Context: an optimization exercise on an open-source flow, tuned for small area, a short achievable clock period and few clock cycles. The choices shown serve that exercise and are no tape-out recipe. At most, simulation tests tie the RTL to the original design; equivalence was not proved. Power is estimated from default activity; no workload was simulated.

// top
module top (
    input         clk_i,
    input         rst_i,
    input  [7:0]  addr_i,
    input  [31:0] data_i,
    input         wr_vi,
    output [31:0] data_o
);
clock: 6.5 ns
lec_check: 0
cap_margin: 20
core_margin: 2
core_utilization: 55
cts_cluster_diameter: 80
cts_cluster_size: 25
place_density: 0.7
setup_slack_margin: 3.7
slew_margin: 20
synth_hierarchical: 1
synth_minimum_keep_size: 0
run.sh (not shown) runs the stock make flow with config.mk's settings and CLKGATE_MAP_FILE= SYNTH_SCRIPT=/design/flow/synth_recipe.tcl, a recipe that flattens the netlist after the stock synthesis.
==> next run, changes <==
--- a/flow/design.v
+++ b/flow/design.v
@@ -8,35 +8,15 @@
 );
 wire       op_w  = wr_vi & ~addr_i[7] & ~addr_i[6];  
 wire       op_x  = wr_vi & ~addr_i[7] &  addr_i[6];  
 wire       op_c  = wr_vi &  addr_i[7] & ~addr_i[6];  
 wire       op_st = wr_vi &  addr_i[7] &  addr_i[6];  
 wire       op_rd = addr_i[7] & ~addr_i[6];           
 wire [3:0] a     = addr_i[3:0];
-reg        pw_w, pw_x, pw_c;
-reg [3:0]  pw_a;
-reg [15:0] pw_oh;
-reg [31:0] pw_d;
-reg        clr;                                      
-always_ff @(posedge clk_i or negedge rst_i)
-    if (!rst_i) begin
-        pw_w <= 1'b0;
-        pw_x <= 1'b0;
-        pw_c <= 1'b0;
-    end else begin
-        pw_w <= op_w;
-        pw_x <= op_x;
-        pw_c <= op_c;
-    end
-always_ff @(posedge clk_i) begin
-    pw_a  <= a;
-    pw_oh <= 16'b1 << a;
-    pw_d  <= data_i;
-    clr   <= ~rst_i;
-end
+wire       clr   = ~rst_i;                           
 reg [8:0] W [16];
 reg [8:0] X [16];
 reg [15:0] xv;
 reg        pok;
 wire       fast = pok & (&xv);
 reg        rc;
 reg [4:0]  rn;
@@ -65,21 +45,20 @@
             pok <= 1'b1;
         end else if (op_x) begin
             xv[a] <= 1'b1;
             if (xv[a]) pok <= 1'b0;
         end else if (op_w) begin
             if (|(xv & (16'hF << {a[3:2], 2'b00}))) pok <= 1'b0;
         end
-        if (op_x & pw_w & (pw_a[3:2] == a[3:2])) pok <= 1'b0;
     end
 wire idle_next = ~(op_st | rc | q[1] | q[2] | q[3] | q[4] | q[5] | q[6]);
 always_ff @(posedge clk_i)
     for (int n = 0; n < 16; n++) begin
-        if (clr | (pw_w & pw_oh[n])) W[n] <= pw_d[8:0] & {9{~clr}};
-        if (clr | (pw_x & pw_oh[n])) X[n] <= pw_d[8:0] & {9{~clr}};
+        if (clr | (op_w & a == n)) W[n] <= data_i[8:0] & {9{rst_i}};
+        if (clr | (op_x & a == n)) X[n] <= data_i[8:0] & {9{rst_i}};
     end
 reg [3:0] ri_oh, rk_oh;         
 always_ff @(posedge clk_i or negedge rst_i)
     if (!rst_i) begin
         rc_op <= 1'b0;
         ri_oh <= '0;
         rk_oh <= '0;
@@ -237,41 +216,40 @@
 always_ff @(posedge clk_i)
     for (int m = 0; m < 4; m++)
         adj[m] <= {~lsum[m][20] & pr[m][19], lsum[m][20] & ~pr[m][19]};
 always_ff @(posedge clk_i)
     for (int m = 0; m < 4; m++)
         for (int e = 0; e < 4; e++)
             if (clr | pzl & (cwrv[e] | ~cwrl) | (sc_v & sc_k[e]))
-                P[lane_addr(m, e)] <= lsum[m][19:0] & {20{~clr & ~pzl}};
+                P[lane_addr(m, e)] <= lsum[m][19:0] & {20{rst_i & ~pzl}};
 always_ff @(posedge clk_i)
     for (int m = 0; m < 4; m++) begin
         logic [19:0] dlo;
         logic [11:0] dhi;
-        dlo = cwrl ? lsum[m][19:0] : pw_d[19:0] & {20{~clr}};
-        dhi = chil ? hiw[m] : pw_d[31:20] & {12{~clr}};
+        dlo = cwrl ? lsum[m][19:0] : data_i[19:0] & {20{rst_i}};
+        dhi = chil ? hiw[m] : data_i[31:20] & {12{rst_i}};
         for (int e = 0; e < 4; e++) begin
-            if (clr | cwrv[e] | (pw_c & pw_oh[lane_addr(m, e)]))
+            if (clr | cwrv[e] | (op_c && a == lane_addr(m, e)))
                 C[lane_addr(m, e)][19:0] <= dlo;
-            if (clr | chiv[e] | (pw_c & pw_oh[lane_addr(m, e)]))
+            if (clr | chiv[e] | (op_c && a == lane_addr(m, e)))
                 C[lane_addr(m, e)][31:20] <= dhi;
         end
     end
 always_comb
     for (int m = 0; m < 4; m++) begin
         chsel[m] = '0;
         for (int e = 0; e < 4; e++)
             chsel[m] = chsel[m] | (C[lane_addr(m, e)][31:20] & {12{chiv[e]}});
     end
 reg [31:0] dout;
 logic [511:0] cflat;
 wire  [31:0]  dnext;
 always_comb
     for (int n = 0; n < 16; n++) cflat[32*n +: 32] = C[n];
-rdmux_m u_rd (.c(cflat), .rd(op_rd), .a(a), .idle(idle_next),
-              .fw(pw_c), .fa(pw_a), .fd(pw_d), .d(dnext));
+rdmux_m u_rd (.c(cflat), .rd(op_rd), .a(a), .idle(idle_next), .d(dnext));
 always_ff @(posedge clk_i)
     dout <= dnext;
 assign data_o = dout;
 endmodule
 module mul_cs_m (input [9:0] d, input [14:0] bd, output [39:0] sc);
     logic [19:0] rows [5];
     logic [19:0] nk;
@@ -332,19 +310,16 @@
             for (int e = 0; e < 4; e++)
                 b = b | (roww[e] & {9{oh_k[(m - e) & 3]}});
             r[15*m +: 15] = benc(b);
         end
     end
     assign bd = r;
 endmodule
-module rdmux_m (input [511:0] c, input rd, input [3:0] a, input idle,
-                input fw, input [3:0] fa, input [31:0] fd, output [31:0] d);
+module rdmux_m (input [511:0] c, input rd, input [3:0] a, input idle, output [31:0] d);
     logic [31:0] v;
-    logic        hit;
     always_comb begin
-        v = '0;
+        v = {31'd0, idle & ~rd};
         for (int n = 0; n < 16; n++)
-            v = v | (c[32*n +: 32] & {32{a == n}});
-        hit = fw && fa == a;
+            v = v | (c[32*n +: 32] & {32{rd && a == n}});
     end
-    assign d = rd ? (hit ? fd : v) : {31'd0, idle};
+    assign d = v;
 endmodule
Total power stays flat.
Count of clock-buffer cells in the layout decreases by 5.
Area after synthesis drops by 2.4%.
Routed wire length shrinks by 2.6%.
Clock skew drops by 8.1 ps.
Synthesized cell count came out lower by 2.8%.
Worst setup slack gets better by 52 ps.
Global-route usage barely changes.
Fmax rose by 1.8%.
Cell count came out lower by 2.3%.
Clock power hardly moves.
Sequential share of layout area went down by 0.46 points.
Testbench counts after the change, summed over its fixed seeds: cycles 13,056.
Only the layout flow was run in the first run of this note; the RTL was not checked for function there.

==> static timing again, ports no longer ideal <==
The flow's constraints put no driver on any port. The routed layouts listed below were extracted and timed again, unchanged, in two steps. Step 1, drivers: a clkbuf_16 drives clk_i and a buf_2 each remaining input, both assumed. Step 2 adds t to the input delays and takes it off the output delays; t is the mean of the earliest and latest rising clock arrival at the registers after step 1. Input paths then give back, and output paths get back, about the clock's delay inside the block. Three values: ideal, step 1, step 2; two values: the first two.
| run | t (ns) | setup slack, ns | latest minus earliest clock arrival (ns) | worst data-port slew with drivers (ns) |
|---|---|---|---|---|
| the first run | 0.830 | 3.571 / 3.608 / 2.778 | 0.055 / 0.054 | 0.07 |
| the second run | 0.808 | 3.623 / 3.469 / 2.661 | 0.063 / 0.063 | 0.34 |
After both steps setup and hold are still met in every run listed. For the second run, which loses most, drivers alone change the setup slack by -0.154 ns; drivers and shift together by -0.962 ns.
